What follows belongs to an exercise in optimizing a design on an open flow for small area and a short achievable clock period; a production flow would make more cautious choices.
Function not checked in this run: the RTL went through the layout flow alone.
Power is estimated from default activity; no workload was simulated.

### design.v
module simd_addsub(
input  [15:0] a,
input  [15:0] b,
input  [1:0]  w,
input         sub,
output [15:0] s
);
wire [15:0] y = sub ? ~b : b;
wire p1 = (w != 2'd0);
wire p2 = (w == 2'd2);
wire [20:0] fx = {a[15:12], p1 | sub, a[11:8], p2 | sub, a[7:4], p1 | sub, a[3:0], sub};
wire [20:0] fy = {y[15:12], ~p1 & sub, y[11:8], ~p2 & sub, y[7:4], ~p1 & sub, y[3:0], sub};
wire [20:0] fs = fx + fy;
assign s = {fs[19:16], fs[14:11], fs[9:6], fs[4:1]};
endmodule
module simd_mul(
  input  [15:0] a,
  input  [15:0] b,
  input  [15:0] c,
  input         m4, m8, m16,
  output [31:0] p
);
  wire nm4 = ~m4, nm8 = ~m8, nm16 = ~m16;
  wire t0 = b[0] & nm4;
  wire t1 = b[0] & m16;
  wire t2 = b[1] & nm4;
  wire t3 = b[1] & m16;
  wire t4 = b[2] & nm4;
  wire t5 = b[2] & m16;
  wire t6 = b[3] & nm4;
  wire t7 = b[3] & m16;
  wire t8 = b[4] & nm4;
  wire t9 = b[4] & m16;
  wire t10 = b[5] & nm4;
  wire t11 = b[5] & m16;
  wire t12 = b[6] & nm4;
  wire t13 = b[6] & m16;
  wire t14 = b[7] & nm4;
  wire t15 = b[7] & m16;
  wire t16 = b[8] & nm4;
  wire t17 = b[8] & m16;
  wire t18 = b[9] & nm4;
  wire t19 = b[9] & m16;
  wire t20 = b[10] & nm4;
  wire t21 = b[10] & m16;
  wire t22 = b[11] & nm4;
  wire t23 = b[11] & m16;
  wire t24 = b[12] & nm4;
  wire t25 = b[12] & m16;
  wire t26 = b[13] & nm4;
  wire t27 = b[13] & m16;
  wire t28 = b[14] & nm4;
  wire t29 = b[14] & m16;
  wire t30 = b[15] & nm4;
  wire t31 = b[15] & m16;
  wire t32 = a[0] & b[0];
  wire t33 = a[0] & b[1];
  wire t34 = a[0] & b[2];
  wire t35 = (a[0] & b[3]) ^ m4;
  wire t36 = a[0] & t8;
  wire t37 = a[0] & t10;
  wire t38 = a[0] & t12;
  wire t39 = (a[0] & t14) ^ m8;
  wire t40 = a[0] & t17;
  wire t41 = a[0] & t19;
  wire t42 = a[0] & t21;
  wire t43 = a[0] & t23;
  wire t44 = a[0] & t25;
  wire t45 = a[0] & t27;
  wire t46 = a[0] & t29;
  wire t47 = (a[0] & t31) ^ m16;
  wire t48 = a[1] & b[0];
  wire t49 = a[1] & b[1];
  wire t50 = a[1] & b[2];
  wire t51 = (a[1] & b[3]) ^ m4;
  wire t52 = a[1] & t8;
  wire t53 = a[1] & t10;
  wire t54 = a[1] & t12;
  wire t55 = (a[1] & t14) ^ m8;
  wire t56 = a[1] & t17;
  wire t57 = a[1] & t19;
  wire t58 = a[1] & t21;
  wire t59 = a[1] & t23;
  wire t60 = a[1] & t25;
  wire t61 = a[1] & t27;
  wire t62 = a[1] & t29;
  wire t63 = (a[1] & t31) ^ m16;
  wire t64 = a[2] & b[0];
  wire t65 = a[2] & b[1];
  wire t66 = a[2] & b[2];
  wire t67 = (a[2] & b[3]) ^ m4;
  wire t68 = a[2] & t8;
  wire t69 = a[2] & t10;
  wire t70 = a[2] & t12;
  wire t71 = (a[2] & t14) ^ m8;
  wire t72 = a[2] & t17;
  wire t73 = a[2] & t19;
  wire t74 = a[2] & t21;
  wire t75 = a[2] & t23;
  wire t76 = a[2] & t25;
  wire t77 = a[2] & t27;
  wire t78 = a[2] & t29;
  wire t79 = (a[2] & t31) ^ m16;
  wire t80 = (a[3] & b[0]) ^ m4;
  wire t81 = (a[3] & b[1]) ^ m4;
  wire t82 = (a[3] & b[2]) ^ m4;
  wire t83 = a[3] & b[3];
  wire t84 = a[3] & t8;
  wire t85 = a[3] & t10;
  wire t86 = a[3] & t12;
  wire t87 = (a[3] & t14) ^ m8;
  wire t88 = a[3] & t17;
  wire t89 = a[3] & t19;
  wire t90 = a[3] & t21;
  wire t91 = a[3] & t23;
  wire t92 = a[3] & t25;
  wire t93 = a[3] & t27;
  wire t94 = a[3] & t29;
  wire t95 = (a[3] & t31) ^ m16;
  wire t96 = a[4] & t0;
  wire t97 = a[4] & t2;
  wire t98 = a[4] & t4;
  wire t99 = a[4] & t6;
  wire t100 = a[4] & b[4];
  wire t101 = a[4] & b[5];
  wire t102 = a[4] & b[6];
  wire t103 = (a[4] & b[7]) ^ nm16;
  wire t104 = a[4] & t17;
  wire t105 = a[4] & t19;
  wire t106 = a[4] & t21;
  wire t107 = a[4] & t23;
  wire t108 = a[4] & t25;
  wire t109 = a[4] & t27;
  wire t110 = a[4] & t29;
  wire t111 = (a[4] & t31) ^ m16;
  wire t112 = a[5] & t0;
  wire t113 = a[5] & t2;
  wire t114 = a[5] & t4;
  wire t115 = a[5] & t6;
  wire t116 = a[5] & b[4];
  wire t117 = a[5] & b[5];
  wire t118 = a[5] & b[6];
  wire t119 = (a[5] & b[7]) ^ nm16;
  wire t120 = a[5] & t17;
  wire t121 = a[5] & t19;
  wire t122 = a[5] & t21;
  wire t123 = a[5] & t23;
  wire t124 = a[5] & t25;
  wire t125 = a[5] & t27;
  wire t126 = a[5] & t29;
  wire t127 = (a[5] & t31) ^ m16;
  wire t128 = a[6] & t0;
  wire t129 = a[6] & t2;
  wire t130 = a[6] & t4;
  wire t131 = a[6] & t6;
  wire t132 = a[6] & b[4];
  wire t133 = a[6] & b[5];
  wire t134 = a[6] & b[6];
  wire t135 = (a[6] & b[7]) ^ nm16;
  wire t136 = a[6] & t17;
  wire t137 = a[6] & t19;
  wire t138 = a[6] & t21;
  wire t139 = a[6] & t23;
  wire t140 = a[6] & t25;
  wire t141 = a[6] & t27;
  wire t142 = a[6] & t29;
  wire t143 = (a[6] & t31) ^ m16;
  wire t144 = (a[7] & t0) ^ m8;
  wire t145 = (a[7] & t2) ^ m8;
  wire t146 = (a[7] & t4) ^ m8;
  wire t147 = (a[7] & t6) ^ m8;
  wire t148 = (a[7] & b[4]) ^ nm16;
  wire t149 = (a[7] & b[5]) ^ nm16;
  wire t150 = (a[7] & b[6]) ^ nm16;
  wire t151 = a[7] & b[7];
  wire t152 = a[7] & t17;
  wire t153 = a[7] & t19;
  wire t154 = a[7] & t21;
  wire t155 = a[7] & t23;
  wire t156 = a[7] & t25;
  wire t157 = a[7] & t27;
  wire t158 = a[7] & t29;
  wire t159 = (a[7] & t31) ^ m16;
  wire t160 = a[8] & t1;
  wire t161 = a[8] & t3;
  wire t162 = a[8] & t5;
  wire t163 = a[8] & t7;
  wire t164 = a[8] & t9;
  wire t165 = a[8] & t11;
  wire t166 = a[8] & t13;
  wire t167 = a[8] & t15;
  wire t168 = a[8] & b[8];
  wire t169 = a[8] & b[9];
  wire t170 = a[8] & b[10];
  wire t171 = (a[8] & b[11]) ^ m4;
  wire t172 = a[8] & t24;
  wire t173 = a[8] & t26;
  wire t174 = a[8] & t28;
  wire t175 = (a[8] & t30) ^ nm4;
  wire t176 = a[9] & t1;
  wire t177 = a[9] & t3;
  wire t178 = a[9] & t5;
  wire t179 = a[9] & t7;
  wire t180 = a[9] & t9;
  wire t181 = a[9] & t11;
  wire t182 = a[9] & t13;
  wire t183 = a[9] & t15;
  wire t184 = a[9] & b[8];
  wire t185 = a[9] & b[9];
  wire t186 = a[9] & b[10];
  wire t187 = (a[9] & b[11]) ^ m4;
  wire t188 = a[9] & t24;
  wire t189 = a[9] & t26;
  wire t190 = a[9] & t28;
  wire t191 = (a[9] & t30) ^ nm4;
  wire t192 = a[10] & t1;
  wire t193 = a[10] & t3;
  wire t194 = a[10] & t5;
  wire t195 = a[10] & t7;
  wire t196 = a[10] & t9;
  wire t197 = a[10] & t11;
  wire t198 = a[10] & t13;
  wire t199 = a[10] & t15;
  wire t200 = a[10] & b[8];
  wire t201 = a[10] & b[9];
  wire t202 = a[10] & b[10];
  wire t203 = (a[10] & b[11]) ^ m4;
  wire t204 = a[10] & t24;
  wire t205 = a[10] & t26;
  wire t206 = a[10] & t28;
  wire t207 = (a[10] & t30) ^ nm4;
  wire t208 = a[11] & t1;
  wire t209 = a[11] & t3;
  wire t210 = a[11] & t5;
  wire t211 = a[11] & t7;
  wire t212 = a[11] & t9;
  wire t213 = a[11] & t11;
  wire t214 = a[11] & t13;
  wire t215 = a[11] & t15;
  wire t216 = (a[11] & b[8]) ^ m4;
  wire t217 = (a[11] & b[9]) ^ m4;
  wire t218 = (a[11] & b[10]) ^ m4;
  wire t219 = a[11] & b[11];
  wire t220 = a[11] & t24;
  wire t221 = a[11] & t26;
  wire t222 = a[11] & t28;
  wire t223 = (a[11] & t30) ^ nm4;
  wire t224 = a[12] & t1;
  wire t225 = a[12] & t3;
  wire t226 = a[12] & t5;
  wire t227 = a[12] & t7;
  wire t228 = a[12] & t9;
  wire t229 = a[12] & t11;
  wire t230 = a[12] & t13;
  wire t231 = a[12] & t15;
  wire t232 = a[12] & t16;
  wire t233 = a[12] & t18;
  wire t234 = a[12] & t20;
  wire t235 = a[12] & t22;
  wire t236 = a[12] & b[12];
  wire t237 = a[12] & b[13];
  wire t238 = a[12] & b[14];
  wire t239 = ~(a[12] & b[15]);
  wire t240 = a[13] & t1;
  wire t241 = a[13] & t3;
  wire t242 = a[13] & t5;
  wire t243 = a[13] & t7;
  wire t244 = a[13] & t9;
  wire t245 = a[13] & t11;
  wire t246 = a[13] & t13;
  wire t247 = a[13] & t15;
  wire t248 = a[13] & t16;
  wire t249 = a[13] & t18;
  wire t250 = a[13] & t20;
  wire t251 = a[13] & t22;
  wire t252 = a[13] & b[12];
  wire t253 = a[13] & b[13];
  wire t254 = a[13] & b[14];
  wire t255 = ~(a[13] & b[15]);
  wire t256 = a[14] & t1;
  wire t257 = a[14] & t3;
  wire t258 = a[14] & t5;
  wire t259 = a[14] & t7;
  wire t260 = a[14] & t9;
  wire t261 = a[14] & t11;
  wire t262 = a[14] & t13;
  wire t263 = a[14] & t15;
  wire t264 = a[14] & t16;
  wire t265 = a[14] & t18;
  wire t266 = a[14] & t20;
  wire t267 = a[14] & t22;
  wire t268 = a[14] & b[12];
  wire t269 = a[14] & b[13];
  wire t270 = a[14] & b[14];
  wire t271 = ~(a[14] & b[15]);
  wire t272 = (a[15] & t1) ^ m16;
  wire t273 = (a[15] & t3) ^ m16;
  wire t274 = (a[15] & t5) ^ m16;
  wire t275 = (a[15] & t7) ^ m16;
  wire t276 = (a[15] & t9) ^ m16;
  wire t277 = (a[15] & t11) ^ m16;
  wire t278 = (a[15] & t13) ^ m16;
  wire t279 = (a[15] & t15) ^ m16;
  wire t280 = (a[15] & t16) ^ nm4;
  wire t281 = (a[15] & t18) ^ nm4;
  wire t282 = (a[15] & t20) ^ nm4;
  wire t283 = (a[15] & t22) ^ nm4;
  wire t284 = ~(a[15] & b[12]);
  wire t285 = ~(a[15] & b[13]);
  wire t286 = ~(a[15] & b[14]);
  wire t287 = a[15] & b[15];
  wire t288 = ^b[3:0];
  wire t289 = ^b[7:4];
  wire t290 = ^b[11:8];
  wire t291 = ^b[15:12];
  wire t292 = t288 ^ t289;
  wire t293 = t290 ^ t291;
  wire t294 = t292 ^ t293;
  wire t295 = (m4 & (c[0])) | (m8 & (c[0])) | (m16 & (c[0]));
  wire t296 = (m4 & (c[1])) | (m8 & (c[1])) | (m16 & (c[1]));
  wire t297 = (m4 & (c[2])) | (m8 & (c[2])) | (m16 & (c[2]));
  wire t298 = (m4 & (c[3])) | (m8 & (c[3])) | (m16 & (c[3]));
  wire t299 = (m4 & (~c[3])) | (m8 & (c[4])) | (m16 & (c[4]));
  wire t300 = (m8 & (c[5])) | (m16 & (c[5]));
  wire t301 = (m8 & (c[6])) | (m16 & (c[6]));
  wire t302 = (m4 & (~(a[3] & t288))) | (m8 & (c[7])) | (m16 & (c[7]));
  wire t303 = (m4 & (c[4])) | (m8 & (~c[7])) | (m16 & (c[8]));
  wire t304 = (m4 & (c[5])) | (m16 & (c[9]));
  wire t305 = (m4 & (c[6])) | (m16 & (c[10]));
  wire t306 = (m4 & (c[7])) | (m16 & (c[11]));
  wire t307 = (m4 & (~c[7])) | (m16 & (c[12]));
  wire t308 = (m16 & (c[13]));
  wire t309 = (m16 & (c[14]));
  wire t310 = (m4 & (~(a[7] & t289))) | (m8 & (~(a[7] & t292))) | (m16 & (c[15]));
  wire t311 = (m4 & (c[8])) | (m8 & (c[8])) | (m16 & (~c[15]));
  wire t312 = (m4 & (c[9])) | (m8 & (c[9]));
  wire t313 = (m4 & (c[10])) | (m8 & (c[10]));
  wire t314 = (m4 & (c[11])) | (m8 & (c[11]));
  wire t315 = (m4 & (~c[11])) | (m8 & (c[12]));
  wire t316 = (m8 & (c[13]));
  wire t317 = (m8 & (c[14]));
  wire t318 = (m4 & (~(a[11] & t290))) | (m8 & (c[15]));
  wire t319 = (m4 & (c[12])) | (m8 & (~c[15]));
  wire t320 = (m4 & (c[13]));
  wire t321 = (m4 & (c[14]));
  wire t322 = (m4 & (c[15]));
  wire t323 = (m4 & (~c[15]));
  wire t324 = (m4 & (~(a[15] & t291))) | (m8 & (~(a[15] & t293))) | (m16 & (~(a[15] & t294)));
  wire t325 = t33 ^ t48;
  wire t326 = t33 & t48;
  wire t327 = t34 ^ t49 ^ t64;
  wire t328 = (t34 & t49) | (t34 & t64) | (t49 & t64);
  wire t329 = t297 ^ t326;
  wire t330 = t297 & t326;
  wire t331 = t50 ^ t65 ^ t35;
  wire t332 = (t50 & t65) | (t50 & t35) | (t65 & t35);
  wire t333 = t80 ^ t298 ^ t328;
  wire t334 = (t80 & t298) | (t80 & t328) | (t298 & t328);
  wire t335 = t330 ^ t331;
  wire t336 = t330 & t331;
  wire t337 = t36 ^ t66 ^ t96;
  wire t338 = (t36 & t66) | (t36 & t96) | (t66 & t96);
  wire t339 = t51 ^ t81 ^ t299;
  wire t340 = (t51 & t81) | (t51 & t299) | (t81 & t299);
  wire t341 = t337 ^ t332 ^ t339;
  wire t342 = (t337 & t332) | (t337 & t339) | (t332 & t339);
  wire t343 = t334 ^ t336;
  wire t344 = t334 & t336;
  wire t345 = t37 ^ t52 ^ t97;
  wire t346 = (t37 & t52) | (t37 & t97) | (t52 & t97);
  wire t347 = t112 ^ t67 ^ t82;
  wire t348 = (t112 & t67) | (t112 & t82) | (t67 & t82);
  wire t349 = t300 ^ t338 ^ t345;
  wire t350 = (t300 & t338) | (t300 & t345) | (t338 & t345);
  wire t351 = t340 ^ t347 ^ t349;
  wire t352 = (t340 & t347) | (t340 & t349) | (t347 & t349);
  wire t353 = t342 ^ t344;
  wire t354 = t342 & t344;
  wire t355 = t38 ^ t53 ^ t68;
  wire t356 = (t38 & t53) | (t38 & t68) | (t53 & t68);
  wire t357 = t83 ^ t98 ^ t113;
  wire t358 = (t83 & t98) | (t83 & t113) | (t98 & t113);
  wire t359 = t128 ^ t301 ^ t346;
  wire t360 = (t128 & t301) | (t128 & t346) | (t301 & t346);
  wire t361 = t355 ^ t357 ^ t348;
  wire t362 = (t355 & t357) | (t355 & t348) | (t357 & t348);
  wire t363 = t350 ^ t359 ^ t361;
  wire t364 = (t350 & t359) | (t350 & t361) | (t359 & t361);
  wire t365 = t352 ^ t354;
  wire t366 = t352 & t354;
  wire t367 = t54 ^ t69 ^ t84;
  wire t368 = (t54 & t69) | (t54 & t84) | (t69 & t84);
  wire t369 = t368 & nm4;
  wire t370 = t99 ^ t114 ^ t129;
  wire t371 = (t99 & t114) | (t99 & t129) | (t114 & t129);
  wire t372 = t371 & nm4;
  wire t373 = t39 ^ t144 ^ t356;
  wire t374 = (t39 & t144) | (t39 & t356) | (t144 & t356);
  wire t375 = t374 & nm4;
  wire t376 = t358 ^ t367 ^ t370;
  wire t377 = (t358 & t367) | (t358 & t370) | (t367 & t370);
  wire t378 = t377 & nm4;
  wire t379 = t302 ^ t360 ^ t373;
  wire t380 = (t302 & t360) | (t302 & t373) | (t360 & t373);
  wire t381 = t380 & nm4;
  wire t382 = t376 ^ t362 ^ t379;
  wire t383 = (t376 & t362) | (t376 & t379) | (t362 & t379);
  wire t384 = t383 & nm4;
  wire t385 = t364 ^ t366;
  wire t386 = t364 & t366;
  wire t387 = t386 & nm4;
  wire t388 = t40 ^ t70 ^ t85;
  wire t389 = (t40 & t70) | (t40 & t85) | (t70 & t85);
  wire t390 = t100 ^ t115 ^ t130;
  wire t391 = (t100 & t115) | (t100 & t130) | (t115 & t130);
  wire t392 = t160 ^ t55 ^ t145;
  wire t393 = (t160 & t55) | (t160 & t145) | (t55 & t145);
  wire t394 = t303 ^ t388 ^ t390;
  wire t395 = (t303 & t388) | (t303 & t390) | (t388 & t390);
  wire t396 = t369 ^ t372 ^ t392;
  wire t397 = (t369 & t372) | (t369 & t392) | (t372 & t392);
  wire t398 = t394 ^ t375 ^ t378;
  wire t399 = (t394 & t375) | (t394 & t378) | (t375 & t378);
  wire t400 = t396 ^ t381 ^ t398;
  wire t401 = (t396 & t381) | (t396 & t398) | (t381 & t398);
  wire t402 = t384 ^ t387;
  wire t403 = t384 & t387;
  wire t404 = t41 ^ t56 ^ t86;
  wire t405 = (t41 & t56) | (t41 & t86) | (t56 & t86);
  wire t406 = t101 ^ t116 ^ t131;
  wire t407 = (t101 & t116) | (t101 & t131) | (t116 & t131);
  wire t408 = t161 ^ t176 ^ t71;
  wire t409 = (t161 & t176) | (t161 & t71) | (t176 & t71);
  wire t410 = t146 ^ t304 ^ t389;
  wire t411 = (t146 & t304) | (t146 & t389) | (t304 & t389);
  wire t412 = t391 ^ t404 ^ t406;
  wire t413 = (t391 & t404) | (t391 & t406) | (t404 & t406);
  wire t414 = t393 ^ t408 ^ t395;
  wire t415 = (t393 & t408) | (t393 & t395) | (t408 & t395);
  wire t416 = t410 ^ t412 ^ t397;
  wire t417 = (t410 & t412) | (t410 & t397) | (t412 & t397);
  wire t418 = t414 ^ t399 ^ t416;
  wire t419 = (t414 & t399) | (t414 & t416) | (t399 & t416);
  wire t420 = t401 ^ t418;
  wire t421 = t401 & t418;
  wire t422 = t42 ^ t57 ^ t72;
  wire t423 = (t42 & t57) | (t42 & t72) | (t57 & t72);
  wire t424 = t102 ^ t117 ^ t132;
  wire t425 = (t102 & t117) | (t102 & t132) | (t117 & t132);
  wire t426 = t162 ^ t177 ^ t192;
  wire t427 = (t162 & t177) | (t162 & t192) | (t177 & t192);
  wire t428 = t87 ^ t147 ^ t305;
  wire t429 = (t87 & t147) | (t87 & t305) | (t147 & t305);
  wire t430 = t405 ^ t407 ^ t422;
  wire t431 = (t405 & t407) | (t405 & t422) | (t407 & t422);
  wire t432 = t424 ^ t426 ^ t409;
  wire t433 = (t424 & t426) | (t424 & t409) | (t426 & t409);
  wire t434 = t428 ^ t411 ^ t413;
  wire t435 = (t428 & t411) | (t428 & t413) | (t411 & t413);
  wire t436 = t430 ^ t432 ^ t415;
  wire t437 = (t430 & t432) | (t430 & t415) | (t432 & t415);
  wire t438 = t434 ^ t417 ^ t436;
  wire t439 = (t434 & t417) | (t434 & t436) | (t417 & t436);
  wire t440 = t419 ^ t421;
  wire t441 = t419 & t421;
  wire t442 = t43 ^ t58 ^ t73;
  wire t443 = (t43 & t58) | (t43 & t73) | (t58 & t73);
  wire t444 = t88 ^ t118 ^ t133;
  wire t445 = (t88 & t118) | (t88 & t133) | (t118 & t133);
  wire t446 = t163 ^ t178 ^ t193;
  wire t447 = (t163 & t178) | (t163 & t193) | (t178 & t193);
  wire t448 = t208 ^ t103 ^ t148;
  wire t449 = (t208 & t103) | (t208 & t148) | (t103 & t148);
  wire t450 = t306 ^ t423 ^ t425;
  wire t451 = (t306 & t423) | (t306 & t425) | (t423 & t425);
  wire t452 = t427 ^ t442 ^ t444;
  wire t453 = (t427 & t442) | (t427 & t444) | (t442 & t444);
  wire t454 = t446 ^ t429 ^ t448;
  wire t455 = (t446 & t429) | (t446 & t448) | (t429 & t448);
  wire t456 = t431 ^ t450 ^ t452;
  wire t457 = (t431 & t450) | (t431 & t452) | (t450 & t452);
  wire t458 = t433 ^ t454 ^ t435;
  wire t459 = (t433 & t454) | (t433 & t435) | (t454 & t435);
  wire t460 = t456 ^ t437 ^ t458;
  wire t461 = (t456 & t437) | (t456 & t458) | (t437 & t458);
  wire t462 = t439 ^ t460;
  wire t463 = t439 & t460;
  wire t464 = t44 ^ t59 ^ t74;
  wire t465 = (t44 & t59) | (t44 & t74) | (t59 & t74);
  wire t466 = t89 ^ t104 ^ t134;
  wire t467 = (t89 & t104) | (t89 & t134) | (t104 & t134);
  wire t468 = t164 ^ t179 ^ t194;
  wire t469 = (t164 & t179) | (t164 & t194) | (t179 & t194);
  wire t470 = t209 ^ t224 ^ t119;
  wire t471 = (t209 & t224) | (t209 & t119) | (t224 & t119);
  wire t472 = t149 ^ t307 ^ t443;
  wire t473 = (t149 & t307) | (t149 & t443) | (t307 & t443);
  wire t474 = t445 ^ t447 ^ t464;
  wire t475 = (t445 & t447) | (t445 & t464) | (t447 & t464);
  wire t476 = t466 ^ t468 ^ t449;
  wire t477 = (t466 & t468) | (t466 & t449) | (t468 & t449);
  wire t478 = t470 ^ t451 ^ t453;
  wire t479 = (t470 & t451) | (t470 & t453) | (t451 & t453);
  wire t480 = t472 ^ t474 ^ t455;
  wire t481 = (t472 & t474) | (t472 & t455) | (t474 & t455);
  wire t482 = t476 ^ t457 ^ t478;
  wire t483 = (t476 & t457) | (t476 & t478) | (t457 & t478);
  wire t484 = t480 ^ t459 ^ t482;
  wire t485 = (t480 & t459) | (t480 & t482) | (t459 & t482);
  wire t486 = t461 ^ t484;
  wire t487 = t461 & t484;
  wire t488 = t45 ^ t60 ^ t75;
  wire t489 = (t45 & t60) | (t45 & t75) | (t60 & t75);
  wire t490 = t90 ^ t105 ^ t120;
  wire t491 = (t90 & t105) | (t90 & t120) | (t105 & t120);
  wire t492 = t165 ^ t180 ^ t195;
  wire t493 = (t165 & t180) | (t165 & t195) | (t180 & t195);
  wire t494 = t210 ^ t225 ^ t240;
  wire t495 = (t210 & t225) | (t210 & t240) | (t225 & t240);
  wire t496 = t135 ^ t150 ^ t308;
  wire t497 = (t135 & t150) | (t135 & t308) | (t150 & t308);
  wire t498 = t465 ^ t467 ^ t469;
  wire t499 = (t465 & t467) | (t465 & t469) | (t467 & t469);
  wire t500 = t488 ^ t490 ^ t492;
  wire t501 = (t488 & t490) | (t488 & t492) | (t490 & t492);
  wire t502 = t494 ^ t471 ^ t496;
  wire t503 = (t494 & t471) | (t494 & t496) | (t471 & t496);
  wire t504 = t473 ^ t475 ^ t498;
  wire t505 = (t473 & t475) | (t473 & t498) | (t475 & t498);
  wire t506 = t500 ^ t477 ^ t502;
  wire t507 = (t500 & t477) | (t500 & t502) | (t477 & t502);
  wire t508 = t479 ^ t504 ^ t481;
  wire t509 = (t479 & t504) | (t479 & t481) | (t504 & t481);
  wire t510 = t506 ^ t483 ^ t508;
  wire t511 = (t506 & t483) | (t506 & t508) | (t483 & t508);
  wire t512 = t485 ^ t487;
  wire t513 = t485 & t487;
  wire t514 = t46 ^ t61 ^ t76;
  wire t515 = (t46 & t61) | (t46 & t76) | (t61 & t76);
  wire t516 = t91 ^ t106 ^ t121;
  wire t517 = (t91 & t106) | (t91 & t121) | (t106 & t121);
  wire t518 = t136 ^ t151 ^ t166;
  wire t519 = (t136 & t151) | (t136 & t166) | (t151 & t166);
  wire t520 = t181 ^ t196 ^ t211;
  wire t521 = (t181 & t196) | (t181 & t211) | (t196 & t211);
  wire t522 = t226 ^ t241 ^ t256;
  wire t523 = (t226 & t241) | (t226 & t256) | (t241 & t256);
  wire t524 = t309 ^ t489 ^ t491;
  wire t525 = (t309 & t489) | (t309 & t491) | (t489 & t491);
  wire t526 = t493 ^ t495 ^ t514;
  wire t527 = (t493 & t495) | (t493 & t514) | (t495 & t514);
  wire t528 = t516 ^ t518 ^ t520;
  wire t529 = (t516 & t518) | (t516 & t520) | (t518 & t520);
  wire t530 = t522 ^ t497 ^ t499;
  wire t531 = (t522 & t497) | (t522 & t499) | (t497 & t499);
  wire t532 = t501 ^ t524 ^ t526;
  wire t533 = (t501 & t524) | (t501 & t526) | (t524 & t526);
  wire t534 = t528 ^ t503 ^ t505;
  wire t535 = (t528 & t503) | (t528 & t505) | (t503 & t505);
  wire t536 = t530 ^ t532 ^ t507;
  wire t537 = (t530 & t532) | (t530 & t507) | (t532 & t507);
  wire t538 = t534 ^ t509 ^ t536;
  wire t539 = (t534 & t509) | (t534 & t536) | (t509 & t536);
  wire t540 = t511 ^ t538;
  wire t541 = t511 & t538;
  wire t542 = t62 ^ t77 ^ t92;
  wire t543 = (t62 & t77) | (t62 & t92) | (t77 & t92);
  wire t544 = t543 & m16;
  wire t545 = t107 ^ t122 ^ t137;
  wire t546 = (t107 & t122) | (t107 & t137) | (t122 & t137);
  wire t547 = t546 & m16;
  wire t548 = t152 ^ t167 ^ t182;
  wire t549 = (t152 & t167) | (t152 & t182) | (t167 & t182);
  wire t550 = t549 & m16;
  wire t551 = t197 ^ t212 ^ t227;
  wire t552 = (t197 & t212) | (t197 & t227) | (t212 & t227);
  wire t553 = t552 & m16;
  wire t554 = t242 ^ t257 ^ t47;
  wire t555 = (t242 & t257) | (t242 & t47) | (t257 & t47);
  wire t556 = t555 & m16;
  wire t557 = t272 ^ t515 ^ t517;
  wire t558 = (t272 & t515) | (t272 & t517) | (t515 & t517);
  wire t559 = t558 & m16;
  wire t560 = t519 ^ t521 ^ t523;
  wire t561 = (t519 & t521) | (t519 & t523) | (t521 & t523);
  wire t562 = t561 & m16;
  wire t563 = t542 ^ t545 ^ t548;
  wire t564 = (t542 & t545) | (t542 & t548) | (t545 & t548);
  wire t565 = t564 & m16;
  wire t566 = t551 ^ t554 ^ t310;
  wire t567 = (t551 & t554) | (t551 & t310) | (t554 & t310);
  wire t568 = t567 & m16;
  wire t569 = t525 ^ t527 ^ t529;
  wire t570 = (t525 & t527) | (t525 & t529) | (t527 & t529);
  wire t571 = t570 & m16;
  wire t572 = t557 ^ t560 ^ t563;
  wire t573 = (t557 & t560) | (t557 & t563) | (t560 & t563);
  wire t574 = t573 & m16;
  wire t575 = t531 ^ t533 ^ t566;
  wire t576 = (t531 & t533) | (t531 & t566) | (t533 & t566);
  wire t577 = t576 & m16;
  wire t578 = t569 ^ t572 ^ t535;
  wire t579 = (t569 & t572) | (t569 & t535) | (t572 & t535);
  wire t580 = t579 & m16;
  wire t581 = t575 ^ t537 ^ t578;
  wire t582 = (t575 & t537) | (t575 & t578) | (t537 & t578);
  wire t583 = t582 & m16;
  wire t584 = t539 ^ t541;
  wire t585 = t539 & t541;
  wire t586 = t585 & m16;
  wire t587 = t78 ^ t93 ^ t108;
  wire t588 = (t78 & t93) | (t78 & t108) | (t93 & t108);
  wire t589 = t123 ^ t138 ^ t153;
  wire t590 = (t123 & t138) | (t123 & t153) | (t138 & t153);
  wire t591 = t168 ^ t183 ^ t198;
  wire t592 = (t168 & t183) | (t168 & t198) | (t183 & t198);
  wire t593 = t213 ^ t228 ^ t243;
  wire t594 = (t213 & t228) | (t213 & t243) | (t228 & t243);
  wire t595 = t258 ^ t63 ^ t273;
  wire t596 = (t258 & t63) | (t258 & t273) | (t63 & t273);
  wire t597 = t311 ^ t587 ^ t589;
  wire t598 = (t311 & t587) | (t311 & t589) | (t587 & t589);
  wire t599 = t591 ^ t593 ^ t544;
  wire t600 = (t591 & t593) | (t591 & t544) | (t593 & t544);
  wire t601 = t547 ^ t550 ^ t553;
  wire t602 = (t547 & t550) | (t547 & t553) | (t550 & t553);
  wire t603 = t595 ^ t556 ^ t597;
  wire t604 = (t595 & t556) | (t595 & t597) | (t556 & t597);
  wire t605 = t559 ^ t562 ^ t565;
  wire t606 = (t559 & t562) | (t559 & t565) | (t562 & t565);
  wire t607 = t599 ^ t601 ^ t603;
  wire t608 = (t599 & t601) | (t599 & t603) | (t601 & t603);
  wire t609 = t568 ^ t571 ^ t574;
  wire t610 = (t568 & t571) | (t568 & t574) | (t571 & t574);
  wire t611 = t605 ^ t607 ^ t577;
  wire t612 = (t605 & t607) | (t605 & t577) | (t607 & t577);
  wire t613 = t609 ^ t580 ^ t611;
  wire t614 = (t609 & t580) | (t609 & t611) | (t580 & t611);
  wire t615 = t583 ^ t613;
  wire t616 = t583 & t613;
  wire t617 = t94 ^ t109 ^ t124;
  wire t618 = (t94 & t109) | (t94 & t124) | (t109 & t124);
  wire t619 = t139 ^ t154 ^ t169;
  wire t620 = (t139 & t154) | (t139 & t169) | (t154 & t169);
  wire t621 = t184 ^ t199 ^ t214;
  wire t622 = (t184 & t199) | (t184 & t214) | (t199 & t214);
  wire t623 = t229 ^ t244 ^ t259;
  wire t624 = (t229 & t244) | (t229 & t259) | (t244 & t259);
  wire t625 = t79 ^ t274 ^ t312;
  wire t626 = (t79 & t274) | (t79 & t312) | (t274 & t312);
  wire t627 = t588 ^ t590 ^ t592;
  wire t628 = (t588 & t590) | (t588 & t592) | (t590 & t592);
  wire t629 = t594 ^ t617 ^ t619;
  wire t630 = (t594 & t617) | (t594 & t619) | (t617 & t619);
  wire t631 = t621 ^ t623 ^ t596;
  wire t632 = (t621 & t623) | (t621 & t596) | (t623 & t596);
  wire t633 = t625 ^ t598 ^ t627;
  wire t634 = (t625 & t598) | (t625 & t627) | (t598 & t627);
  wire t635 = t629 ^ t600 ^ t602;
  wire t636 = (t629 & t600) | (t629 & t602) | (t600 & t602);
  wire t637 = t631 ^ t604 ^ t633;
  wire t638 = (t631 & t604) | (t631 & t633) | (t604 & t633);
  wire t639 = t606 ^ t635 ^ t608;
  wire t640 = (t606 & t635) | (t606 & t608) | (t635 & t608);
  wire t641 = t637 ^ t610 ^ t639;
  wire t642 = (t637 & t610) | (t637 & t639) | (t610 & t639);
  wire t643 = t612 ^ t641 ^ t614;
  wire t644 = (t612 & t641) | (t612 & t614) | (t641 & t614);
  wire t645 = t110 ^ t125 ^ t140;
  wire t646 = (t110 & t125) | (t110 & t140) | (t125 & t140);
  wire t647 = t155 ^ t170 ^ t185;
  wire t648 = (t155 & t170) | (t155 & t185) | (t170 & t185);
  wire t649 = t200 ^ t215 ^ t230;
  wire t650 = (t200 & t215) | (t200 & t230) | (t215 & t230);
  wire t651 = t245 ^ t260 ^ t95;
  wire t652 = (t245 & t260) | (t245 & t95) | (t260 & t95);
  wire t653 = t275 ^ t313 ^ t618;
  wire t654 = (t275 & t313) | (t275 & t618) | (t313 & t618);
  wire t655 = t620 ^ t622 ^ t624;
  wire t656 = (t620 & t622) | (t620 & t624) | (t622 & t624);
  wire t657 = t645 ^ t647 ^ t649;
  wire t658 = (t645 & t647) | (t645 & t649) | (t647 & t649);
  wire t659 = t626 ^ t651 ^ t628;
  wire t660 = (t626 & t651) | (t626 & t628) | (t651 & t628);
  wire t661 = t630 ^ t653 ^ t655;
  wire t662 = (t630 & t653) | (t630 & t655) | (t653 & t655);
  wire t663 = t657 ^ t632 ^ t634;
  wire t664 = (t657 & t632) | (t657 & t634) | (t632 & t634);
  wire t665 = t659 ^ t661 ^ t636;
  wire t666 = (t659 & t661) | (t659 & t636) | (t661 & t636);
  wire t667 = t638 ^ t663 ^ t665;
  wire t668 = (t638 & t663) | (t638 & t665) | (t663 & t665);
  wire t669 = t640 ^ t667 ^ t642;
  wire t670 = (t640 & t667) | (t640 & t642) | (t667 & t642);
  wire t671 = t126 ^ t141 ^ t156;
  wire t672 = (t126 & t141) | (t126 & t156) | (t141 & t156);
  wire t673 = t186 ^ t201 ^ t231;
  wire t674 = (t186 & t201) | (t186 & t231) | (t201 & t231);
  wire t675 = t246 ^ t261 ^ t111;
  wire t676 = (t246 & t261) | (t246 & t111) | (t261 & t111);
  wire t677 = t171 ^ t216 ^ t276;
  wire t678 = (t171 & t216) | (t171 & t276) | (t216 & t276);
  wire t679 = t314 ^ t646 ^ t648;
  wire t680 = (t314 & t646) | (t314 & t648) | (t646 & t648);
  wire t681 = t650 ^ t671 ^ t673;
  wire t682 = (t650 & t671) | (t650 & t673) | (t671 & t673);
  wire t683 = t652 ^ t675 ^ t677;
  wire t684 = (t652 & t675) | (t652 & t677) | (t675 & t677);
  wire t685 = t654 ^ t656 ^ t658;
  wire t686 = (t654 & t656) | (t654 & t658) | (t656 & t658);
  wire t687 = t679 ^ t681 ^ t683;
  wire t688 = (t679 & t681) | (t679 & t683) | (t681 & t683);
  wire t689 = t660 ^ t662 ^ t685;
  wire t690 = (t660 & t662) | (t660 & t685) | (t662 & t685);
  wire t691 = t687 ^ t664 ^ t689;
  wire t692 = (t687 & t664) | (t687 & t689) | (t664 & t689);
  wire t693 = t666 ^ t691 ^ t668;
  wire t694 = (t666 & t691) | (t666 & t668) | (t691 & t668);
  wire t695 = t142 ^ t157 ^ t172;
  wire t696 = (t142 & t157) | (t142 & t172) | (t157 & t172);
  wire t697 = t202 ^ t232 ^ t247;
  wire t698 = (t202 & t232) | (t202 & t247) | (t232 & t247);
  wire t699 = t262 ^ t127 ^ t187;
  wire t700 = (t262 & t127) | (t262 & t187) | (t127 & t187);
  wire t701 = t217 ^ t277 ^ t315;
  wire t702 = (t217 & t277) | (t217 & t315) | (t277 & t315);
  wire t703 = t672 ^ t674 ^ t695;
  wire t704 = (t672 & t674) | (t672 & t695) | (t674 & t695);
  wire t705 = t697 ^ t676 ^ t678;
  wire t706 = (t697 & t676) | (t697 & t678) | (t676 & t678);
  wire t707 = t699 ^ t701 ^ t680;
  wire t708 = (t699 & t701) | (t699 & t680) | (t701 & t680);
  wire t709 = t682 ^ t703 ^ t684;
  wire t710 = (t682 & t703) | (t682 & t684) | (t703 & t684);
  wire t711 = t705 ^ t686 ^ t707;
  wire t712 = (t705 & t686) | (t705 & t707) | (t686 & t707);
  wire t713 = t688 ^ t709 ^ t690;
  wire t714 = (t688 & t709) | (t688 & t690) | (t709 & t690);
  wire t715 = t711 ^ t692 ^ t713;
  wire t716 = (t711 & t692) | (t711 & t713) | (t692 & t713);
  wire t717 = t158 ^ t173 ^ t188;
  wire t718 = (t158 & t173) | (t158 & t188) | (t173 & t188);
  wire t719 = t233 ^ t248 ^ t263;
  wire t720 = (t233 & t248) | (t233 & t263) | (t248 & t263);
  wire t721 = t143 ^ t203 ^ t218;
  wire t722 = (t143 & t203) | (t143 & t218) | (t203 & t218);
  wire t723 = t278 ^ t316 ^ t696;
  wire t724 = (t278 & t316) | (t278 & t696) | (t316 & t696);
  wire t725 = t698 ^ t717 ^ t719;
  wire t726 = (t698 & t717) | (t698 & t719) | (t717 & t719);
  wire t727 = t700 ^ t702 ^ t721;
  wire t728 = (t700 & t702) | (t700 & t721) | (t702 & t721);
  wire t729 = t704 ^ t723 ^ t725;
  wire t730 = (t704 & t723) | (t704 & t725) | (t723 & t725);
  wire t731 = t706 ^ t727 ^ t708;
  wire t732 = (t706 & t727) | (t706 & t708) | (t727 & t708);
  wire t733 = t729 ^ t710 ^ t712;
  wire t734 = (t729 & t710) | (t729 & t712) | (t710 & t712);
  wire t735 = t731 ^ t714 ^ t733;
  wire t736 = (t731 & t714) | (t731 & t733) | (t714 & t733);
  wire t737 = t174 ^ t189 ^ t204;
  wire t738 = (t174 & t189) | (t174 & t204) | (t189 & t204);
  wire t739 = t219 ^ t234 ^ t249;
  wire t740 = (t219 & t234) | (t219 & t249) | (t234 & t249);
  wire t741 = t264 ^ t159 ^ t279;
  wire t742 = (t264 & t159) | (t264 & t279) | (t159 & t279);
  wire t743 = t317 ^ t718 ^ t720;
  wire t744 = (t317 & t718) | (t317 & t720) | (t718 & t720);
  wire t745 = t737 ^ t739 ^ t722;
  wire t746 = (t737 & t739) | (t737 & t722) | (t739 & t722);
  wire t747 = t741 ^ t724 ^ t726;
  wire t748 = (t741 & t724) | (t741 & t726) | (t724 & t726);
  wire t749 = t743 ^ t728 ^ t745;
  wire t750 = (t743 & t728) | (t743 & t745) | (t728 & t745);
  wire t751 = t730 ^ t747 ^ t749;
  wire t752 = (t730 & t747) | (t730 & t749) | (t747 & t749);
  wire t753 = t732 ^ t751 ^ t734;
  wire t754 = (t732 & t751) | (t732 & t734) | (t751 & t734);
  wire t755 = t190 ^ t205 ^ t220;
  wire t756 = (t190 & t205) | (t190 & t220) | (t205 & t220);
  wire t757 = t756 & nm4;
  wire t758 = t235 ^ t250 ^ t265;
  wire t759 = (t235 & t250) | (t235 & t265) | (t250 & t265);
  wire t760 = t759 & nm4;
  wire t761 = t175 ^ t280 ^ t738;
  wire t762 = (t175 & t280) | (t175 & t738) | (t280 & t738);
  wire t763 = t762 & nm4;
  wire t764 = t740 ^ t755 ^ t758;
  wire t765 = (t740 & t755) | (t740 & t758) | (t755 & t758);
  wire t766 = t765 & nm4;
  wire t767 = t742 ^ t318 ^ t744;
  wire t768 = (t742 & t318) | (t742 & t744) | (t318 & t744);
  wire t769 = t768 & nm4;
  wire t770 = t761 ^ t764 ^ t746;
  wire t771 = (t761 & t764) | (t761 & t746) | (t764 & t746);
  wire t772 = t771 & nm4;
  wire t773 = t748 ^ t767 ^ t750;
  wire t774 = (t748 & t767) | (t748 & t750) | (t767 & t750);
  wire t775 = t774 & nm4;
  wire t776 = t770 ^ t752 ^ t773;
  wire t777 = (t770 & t752) | (t770 & t773) | (t752 & t773);
  wire t778 = t777 & nm4;
  wire t779 = t206 ^ t221 ^ t236;
  wire t780 = (t206 & t221) | (t206 & t236) | (t221 & t236);
  wire t781 = t251 ^ t266 ^ t191;
  wire t782 = (t251 & t266) | (t251 & t191) | (t266 & t191);
  wire t783 = t281 ^ t319 ^ t779;
  wire t784 = (t281 & t319) | (t281 & t779) | (t319 & t779);
  wire t785 = t757 ^ t760 ^ t781;
  wire t786 = (t757 & t760) | (t757 & t781) | (t760 & t781);
  wire t787 = t783 ^ t763 ^ t766;
  wire t788 = (t783 & t763) | (t783 & t766) | (t763 & t766);
  wire t789 = t785 ^ t769 ^ t787;
  wire t790 = (t785 & t769) | (t785 & t787) | (t769 & t787);
  wire t791 = t772 ^ t789 ^ t775;
  wire t792 = (t772 & t789) | (t772 & t775) | (t789 & t775);
  wire t793 = t222 ^ t237 ^ t252;
  wire t794 = (t222 & t237) | (t222 & t252) | (t237 & t252);
  wire t795 = t267 ^ t207 ^ t282;
  wire t796 = (t267 & t207) | (t267 & t282) | (t207 & t282);
  wire t797 = t320 ^ t780 ^ t793;
  wire t798 = (t320 & t780) | (t320 & t793) | (t780 & t793);
  wire t799 = t782 ^ t795 ^ t784;
  wire t800 = (t782 & t795) | (t782 & t784) | (t795 & t784);
  wire t801 = t797 ^ t786 ^ t799;
  wire t802 = (t797 & t786) | (t797 & t799) | (t786 & t799);
  wire t803 = t788 ^ t801 ^ t790;
  wire t804 = (t788 & t801) | (t788 & t790) | (t801 & t790);
  wire t805 = t238 ^ t253 ^ t268;
  wire t806 = (t238 & t253) | (t238 & t268) | (t253 & t268);
  wire t807 = t223 ^ t283 ^ t321;
  wire t808 = (t223 & t283) | (t223 & t321) | (t283 & t321);
  wire t809 = t794 ^ t805 ^ t796;
  wire t810 = (t794 & t805) | (t794 & t796) | (t805 & t796);
  wire t811 = t807 ^ t798 ^ t809;
  wire t812 = (t807 & t798) | (t807 & t809) | (t798 & t809);
  wire t813 = t800 ^ t811 ^ t802;
  wire t814 = (t800 & t811) | (t800 & t802) | (t811 & t802);
  wire t815 = t239 ^ t254 ^ t269;
  wire t816 = (t239 & t254) | (t239 & t269) | (t254 & t269);
  wire t817 = t284 ^ t322 ^ t806;
  wire t818 = (t284 & t322) | (t284 & t806) | (t322 & t806);
  wire t819 = t815 ^ t808 ^ t817;
  wire t820 = (t815 & t808) | (t815 & t817) | (t808 & t817);
  wire t821 = t810 ^ t819 ^ t812;
  wire t822 = (t810 & t819) | (t810 & t812) | (t819 & t812);
  wire t823 = t255 ^ t270 ^ t285;
  wire t824 = (t255 & t270) | (t255 & t285) | (t270 & t285);
  wire t825 = t323 ^ t816 ^ t823;
  wire t826 = (t323 & t816) | (t323 & t823) | (t816 & t823);
  wire t827 = t818 ^ t825 ^ t820;
  wire t828 = (t818 & t825) | (t818 & t820) | (t825 & t820);
  wire t829 = t271 ^ t286 ^ t824;
  wire t830 = (t271 & t286) | (t271 & t824) | (t286 & t824);
  wire t831 = t826 ^ t829;
  wire t832 = t826 & t829;
  wire t833 = t287 ^ t830;
  wire t834 = t287 & t830;
  wire [34:0] fx = {t324, t832, t828, t822, t814, t804, t792, t778, nm4, t754, t736, t716, t694, t670, t644, t616, t586, m16, t581, t513, t510, t463, t441, t438, t403, t400, nm4, t382, t363, t351, t341, t333, t327, t296, t32};
  wire [34:0] fy = {t834, t833, t831, t827, t821, t813, t803, t791, 1'b0, t776, t753, t735, t715, t693, t669, t643, t615, 1'b0, t584, t540, t512, t486, t462, t440, t420, t402, 1'b0, t385, t365, t353, t343, t335, t329, t325, t295};
  wire [34:0] fs = fx + fy;
  assign p = {fs[34:27], fs[25:18], fs[16:9], fs[7:0]};
endmodule
module simd_shift(
input  [15:0] d,
input  [1:0]  w,
input         right,
input         arith,
output [15:0] q
);
wire s4 = (w == 2'd0);
wire s16 = (w == 2'd2);
wire [15:0] tops = {1'b1, 3'b0, s4, 3'b0, ~s16, 3'b0, s4, 3'b0};
wire [15:0] bots = {3'b0, s4, 3'b0, ~s16, 3'b0, s4, 3'b0, 1'b1};
wire [15:0] rsh = ({1'b0, d[15:1]} & ~tops) | (d & tops & {16{arith}});
wire [15:0] lsh = {d[14:0], 1'b0} & ~bots;
assign q = right ? rsh : lsh;
endmodule
module SIMD(
input [11:0] instruction,
input clk,
input rst,
output [31:0] outputvalue
);
reg  [11:0] cmd;             
reg  [255:0] rf;             
reg  [15:0] ra, rb, rc;      
reg  e_as, e_sub, e_mul, e_mac, e_sh, e_arith, e_and, e_or, e_xor, e_not;
reg  [1:0] e_w;
reg  e_m4, e_m8, e_m16, e_right;
reg  [3:0] e_dst;
reg  [15:0] res_l, res_h, out_l, out_h;
wire [3:0] op = cmd[11:8];
wire [1:0] w  = cmd[7:6];
wire [1:0] fc = cmd[5:4];
wire [1:0] fb = cmd[3:2];
wire [1:0] fa = cmd[1:0];
wire is_logic = (op[3:2] == 2'b10);
wire [3:0] addr_a = is_logic ? {fb, fa} : {w, fa};
wire [15:0] bank0 = rf[16*{w,2'd0} +: 16];
wire [15:0] bank1 = rf[16*{w,2'd1} +: 16];
wire [15:0] bank2 = rf[16*{w,2'd2} +: 16];
wire [15:0] bank3 = rf[16*{w,2'd3} +: 16];
wire [15:0] rd_a = rf[16*addr_a +: 16];
wire [15:0] rd_b = fb[1] ? (fb[0] ? bank3 : bank2) : (fb[0] ? bank1 : bank0);
wire [15:0] rd_c = fc[1] ? (fc[0] ? bank3 : bank2) : (fc[0] ? bank1 : bank0);
always @(posedge clk) begin
  ra <= rd_a;
  rb <= rd_b;
  rc <= rd_c;
  e_w <= w;
  e_m4 <= (w == 2'd0);
  e_m8 <= (w == 2'd1);
  e_m16 <= w[1];
  e_right <= fb[0];
  if (rst) begin
    cmd <= 12'd0;
    {e_as, e_sub, e_mul, e_mac, e_sh, e_arith, e_and, e_or, e_xor, e_not} <= 10'd0;
    e_dst <= 4'd0;
  end else begin
    cmd <= instruction;
    e_as    <= (op[3:1] == 3'd0);
    e_sub   <= (op == 4'd1);
    e_mul   <= (op[3:1] == 3'd1);
    e_mac   <= (op == 4'd3);
    e_sh    <= (op == 4'd4) | (op == 4'd6);
    e_arith <= (op == 4'd6);
    e_and   <= (op == 4'd8);
    e_or    <= (op == 4'd9);
    e_xor   <= (op == 4'd10);
    e_not   <= (op == 4'd11);
    e_dst   <= {w, fc};
  end
end
wire [31:0] prod;
simd_mul mu(.a(ra), .b(rb), .c(e_mac ? rc : 16'd0), .m4(e_m4), .m8(e_m8), .m16(e_m16), .p(prod));
wire [15:0] as_out;
simd_addsub as(.a(ra), .b(rb), .w(e_w), .sub(e_sub), .s(as_out));
wire [15:0] sh_out;
simd_shift sh(.d(ra), .w(e_w), .right(e_right), .arith(e_arith), .q(sh_out));
wire [15:0] res = ({16{e_mul}} & prod[15:0])
                | ({16{e_as}}  & as_out)
                | ({16{e_sh}}  & sh_out)
                | ({16{e_and}} & (ra & rc))
                | ({16{e_or}}  & (ra | rc))
                | ({16{e_xor}} & (ra ^ rc))
                | ({16{e_not}} & ~ra);
wire [15:0] wd0 = res & ~{16{rst}};
wire [15:0] wd1 = res | {16{rst}};
integer i;
always @(posedge clk) begin
  res_l <= res;
  res_h <= {16{e_mul}} & prod[31:16];
  out_l <= res_l;
  out_h <= res_h;
  for (i = 0; i < 16; i = i + 1)
    if (rst | (e_dst == i))
      rf[16*i +: 16] <= (wd1 & rf_init(i)) | (wd0 & ~rf_init(i));
end
function [15:0] rf_init(input integer r);
  case (r)
    1:  rf_init = 16'b0001_1000_1000_0100;
    2:  rf_init = 16'b1110_0110_0110_1100;
    4:  rf_init = 16'b0010_0111_0100_1100;
    5:  rf_init = 16'b1101_1000_1000_0101;
    8:  rf_init = 16'b0001_0110_0100_1010;
    9:  rf_init = 16'b1111_1010_1010_0100;
    13: rf_init = 16'b0001_1000_1000_0100;
    default: rf_init = 16'b0;
  endcase
endfunction
assign outputvalue = {out_h, out_l};
endmodule
### run.sh
#!/bin/bash
# synth_recipe.tcl (not shown) runs the flow's synth.tcl, then flattens the netlist and writes it again
# the make line also repeats each setting of config.mk as NAME=value (left out here)
make -C /OpenROAD-flow-scripts/flow DESIGN_CONFIG=/design/flow/config.mk WORK_HOME=/design/flow/orfs CLKGATE_MAP_FILE= SYNTH_SCRIPT=/design/flow/synth_recipe.tcl finish
### config.mk
export PLATFORM = sky130hd
export DESIGN_NAME = SIMD
export DESIGN_NICKNAME = SIMD
export VERILOG_FILES = /design/flow/design.v
export SDC_FILE = /design/flow/constraint.sdc
export NUM_CORES = 4
export LEC_CHECK = 0
export CAP_MARGIN = 20
export CORE_MARGIN = 2
export CORE_UTILIZATION = 40
export SETUP_SLACK_MARGIN = 3
export SLEW_MARGIN = 20
### constraint.sdc
create_clock -name core_clock -period 10.0 [get_ports {clk}]
set_input_delay 2.0000 -clock core_clock [delete_from_list [all_inputs] [get_ports {clk}]]
set_output_delay 2.0000 -clock core_clock [all_outputs]
set_load 0.01 [all_outputs]
==> flow_metrics.py <==
metrics = {
    "clock_tree": {
        "cts_root_buf": "clkbuf_16",
        "numCtsBuffers": 42,
        "cts.clk_slew.worst_paths_ns": 0.06,
        "h-tree-depth": 2,
        "clk_latency_ns": 0.57,
        "cts_tree": "yes",
        "numClockSinks": 399,
        "clock_path_buffers": 3,
        "ctsHoldBuffers": 0,
    },
    "timing": {
        "fin_crit_ns": 6.76,
        "finalMaxSlewViolations": 0,
        "relSlewSlack_pct": 20.3,
        "worstMarginPinSlew_ns": 1.19,
        "finalSetupTns_ns": 0,
        "fin_worst_skew_ns": 0.0261,
        "fmax_mhz": 148,
        "hold_viol": 0,
        "finalCritPeriodShare_pct": 67.6,
        "grt_setup_unrepaired": "false",
        "finalSetupViolCount": 0,
    },
    "status": {
        "status": "complete, no violations",
    },
    "drt": {
        "drc_errors": 0,
        "wirelength_mm": 78.9,
        "wl_per_cell_um": 24.2,
        "via_per_inst": 5.75,
        "antenna_left": 0,
        "drtPass1Iterations": 7,
        "vias": 18800,
        "drt_iter0_markers": 1642,
    },
    "logic_synthesis": {
        "netlist.area_leader.share_pct": 27.7,
        "synth-async-reset-ratio_pct": 0,
        "synth_warnings": 1,
        "syn-cell-area_mm2": 0.0277,
        "synth_ff_type": "edfxtp_1",
        "ys_seq_area_share_pct": 38.1,
        "synth_cell_types": 81,
        "synth-edff-count": 256,
        "synth_largest_area_cell": "edfxtp_1",
        "synth_fp_nets": 2644,
        "syn_area_per_cell_um2": 12.0,
        "synthesis.instances": 2311,
        "yosys-top-cells-area": "edfxtp_1 28%, fa_1 16%, mux4_2 13%, dfxtp_1 10%, ha_1 4.3%",
        "ys_ff_latch": 399,
        "yosysMostFrequentCell": "edfxtp_1",
        "synthTopCellsByCount": "256 x edfxtp_1, 252 x inv_1, 223 x fa_1, 187 x nand2_1, 160 x mux4_2",
    },
    "worst_setup_path": {
        "crit_path_end_kind": "register",
        "worstSetupPathType": "reg -> reg",
        "worstPathMaxFanout": 18,
        "cp-start-kind": "register",
        "required_ns": 10.49,
        "worstPathArrival_ns": 7.25,
    },
    "floorplanning": {
        "coreArea_mm2": 0.0686,
        "ioPinCount": 46,
        "die_h_um": 267,
        "die_area_mm2": 0.0714,
        "die_w_um": 267,
        "std_cell_rows": 96,
        "start_util_pct": 40.4,
    },
    "placed_design": {
        "dp_hpwl_mm": 52.9,
        "gp_congestion": 0.928,
        "io_buffers": 45,
    },
    "global_route": {
        "grt_max_degree": 82,
        "track_usage_pct": 22.4,
        "antenna_found_initial": 1,
        "grt_pass1_vias": 19800,
        "grt_pass1_wl_mm": 120,
        "grt_overflow": 0,
    },
    "cells_and_area": {
        "fillers": 6200,
        "final_util_pct": 44.5,
        "syn_to_final_growth_pct": 10.2,
        "drive_above_1_share_pct": 14.4,
        "finish.net_count": 2631,
    },
    "power_and_ir_drop": {
        "ir_drop_uv": 234,
        "cellLeakagePower_nw": 12.4,
        "finalPower_mw": 9.26,
        "powerDensity_mw_per_mm2": 303,
    },
    "hold_path": {
        "hp-class": "reg -> reg",
    },
    "flow_run": {
        "maxCapViolations": 0,
    },
}
-- where the power goes --
part	total, mW	internal [mW]	switching (mW)
clock	1.47	0.833	0.637
sequential	2.38	2.17	0.204
combinational	5.41	2.11	3.30
total	9.26	5.12	4.14
-- flip-flops by register name, summed over array words and instances, names as in the netlist, 2 cells and up --
name and count:
res_h 16, rf 256, out_l 16, out_h 16, e_dst 4, res_l 16, cmd 12, rc 16
rb 16, e_w 2, ra 16
-- critical path, stage by stage, from the launching register on --
cell and delay [ns]:
dfxtp_1 0.30, buf_4 0.32, and3_1 0.24, fa_1 0.45
fa_1 0.52, fa_1 0.54, inv_1 0.05, fa_1 0.44
fa_1 0.55, inv_1 0.06, fa_1 0.54, inv_1 0.06
fa_1 0.51, inv_1 0.04, ha_1 0.38, nand4_1 0.17
or4_1 0.52, o221ai_2 0.27, a21oi_1 0.15, o311ai_1 0.36
mux2i_1 0.21
-- per-stage QoR --
stage	area (µm²)	cells	hold WS, ns	worst slack [ns]
2_1_floorplan	27700	2311	0.310	3.15
3_3_place_gp	29100	3182	0.312	2.71
3_5_place_dp	29100	3182	0.313	2.63
4_1_cts	30500	3260	0.323	3.10
5_1_grt	30600	3262	0.322	3.01
6_report	30600	3263	0.322	3.24
-- path summary, 6_finish.rpt --
check / from / end / slack [ns] / depth (start not counted)
max: rb[10] / res_h[12] / 3.24 / 20
min: res_h[11] / out_h[11] / 0.32 / 0
max reg2reg: rb[10] / res_h[12] / 3.24 / 20
min reg2reg: res_h[11] / out_h[11] / 0.32 / 0
-- cells in the final DEF, fill, tap and decap left out, drive strengths merged, types with 35 or more instances in the layout --
master / Yosys / routed
xor2: 41 / 41
ha: 96 / 96
edfxtp: 256 / 256
nor2b: 43 / 43
nand3: 59 / 59
clkdlybuf4s50: 0 / 44
nand2: 188 / 188
mux4: 160 / 160
xnor2: 45 / 45
clkbuf: 113 / 53
a21o: 37 / 37
o21ai: 35 / 35
nor2: 78 / 78
and2: 100 / 100
inv: 253 / 257
and3: 82 / 82
a21oi: 48 / 48
fa: 223 / 223
buf: 47 / 58
dfxtp: 143 / 143
-- final cells by class --
type,count,area (µm²),area share [%]
Multi-Input combinational cell,1499,15600,51.1
Sequential cell,399,10600,34.6
Tap cell,931,1160,3.81
Clock buffer,52,1130,3.69
Timing Repair Buffer,103,950,3.11
Inverter,253,950,3.11
Clock inverter,25,180,0.590
Antenna cell,1,2.50,0.00819
-- kinds of logic after synthesis --
kind of cell,Yosys count,share of synthesized area (%)
AOI/OAI and AO/OA,295,7.86
buffers and inverters,413,5.78
and+or+nand+nor,623,11.5
adders and majority gates,319,20.4
xor gates and xnor gates,86,2.72
DFF,399,38.1
muxes,176,13.6
-- layer usage --
layer	track usage [%]	routed length, µm	vias to the layer above
met3	3.81	6330	206
met5	0	0	-
met4	9.25	3300	0
met2	38.1	38500	861
li1	-	-	8118
met1	28.4	30800	9568
-- what timing repair did --
action,in CTS,in global routing
setup endpoints to repair,83,66
buffers inserted,1,2
resized for setup,3,13

[port drivers added, routing unchanged]
The flow's constraints put no driver on any port. The routed layout listed below was extracted and timed again, unchanged, in two steps. Step 1 assumes that a clkbuf_16 drives the clock port and a buf_2 every other input. Step 2 also shifts input and output timing later by t, the mid clock arrival at the registers, as if the neighbouring blocks saw the same clock. Three values: ideal ports, drivers, drivers and shift; two values: the first two.
shift t [ns]: 0.614
slack for setup (ns): 3.237 / 3.237 / 3.237
hold slack, ns: 0.322 / 0.322 / 0.322
latest minus earliest clock arrival (ns): 0.028 / 0.028
worst data-port slew with drivers (ns): 0.04
After both steps this run still meets setup and hold. For this run, drivers alone change the setup slack by 0.000 ns; drivers and shift together by 0.000 ns.
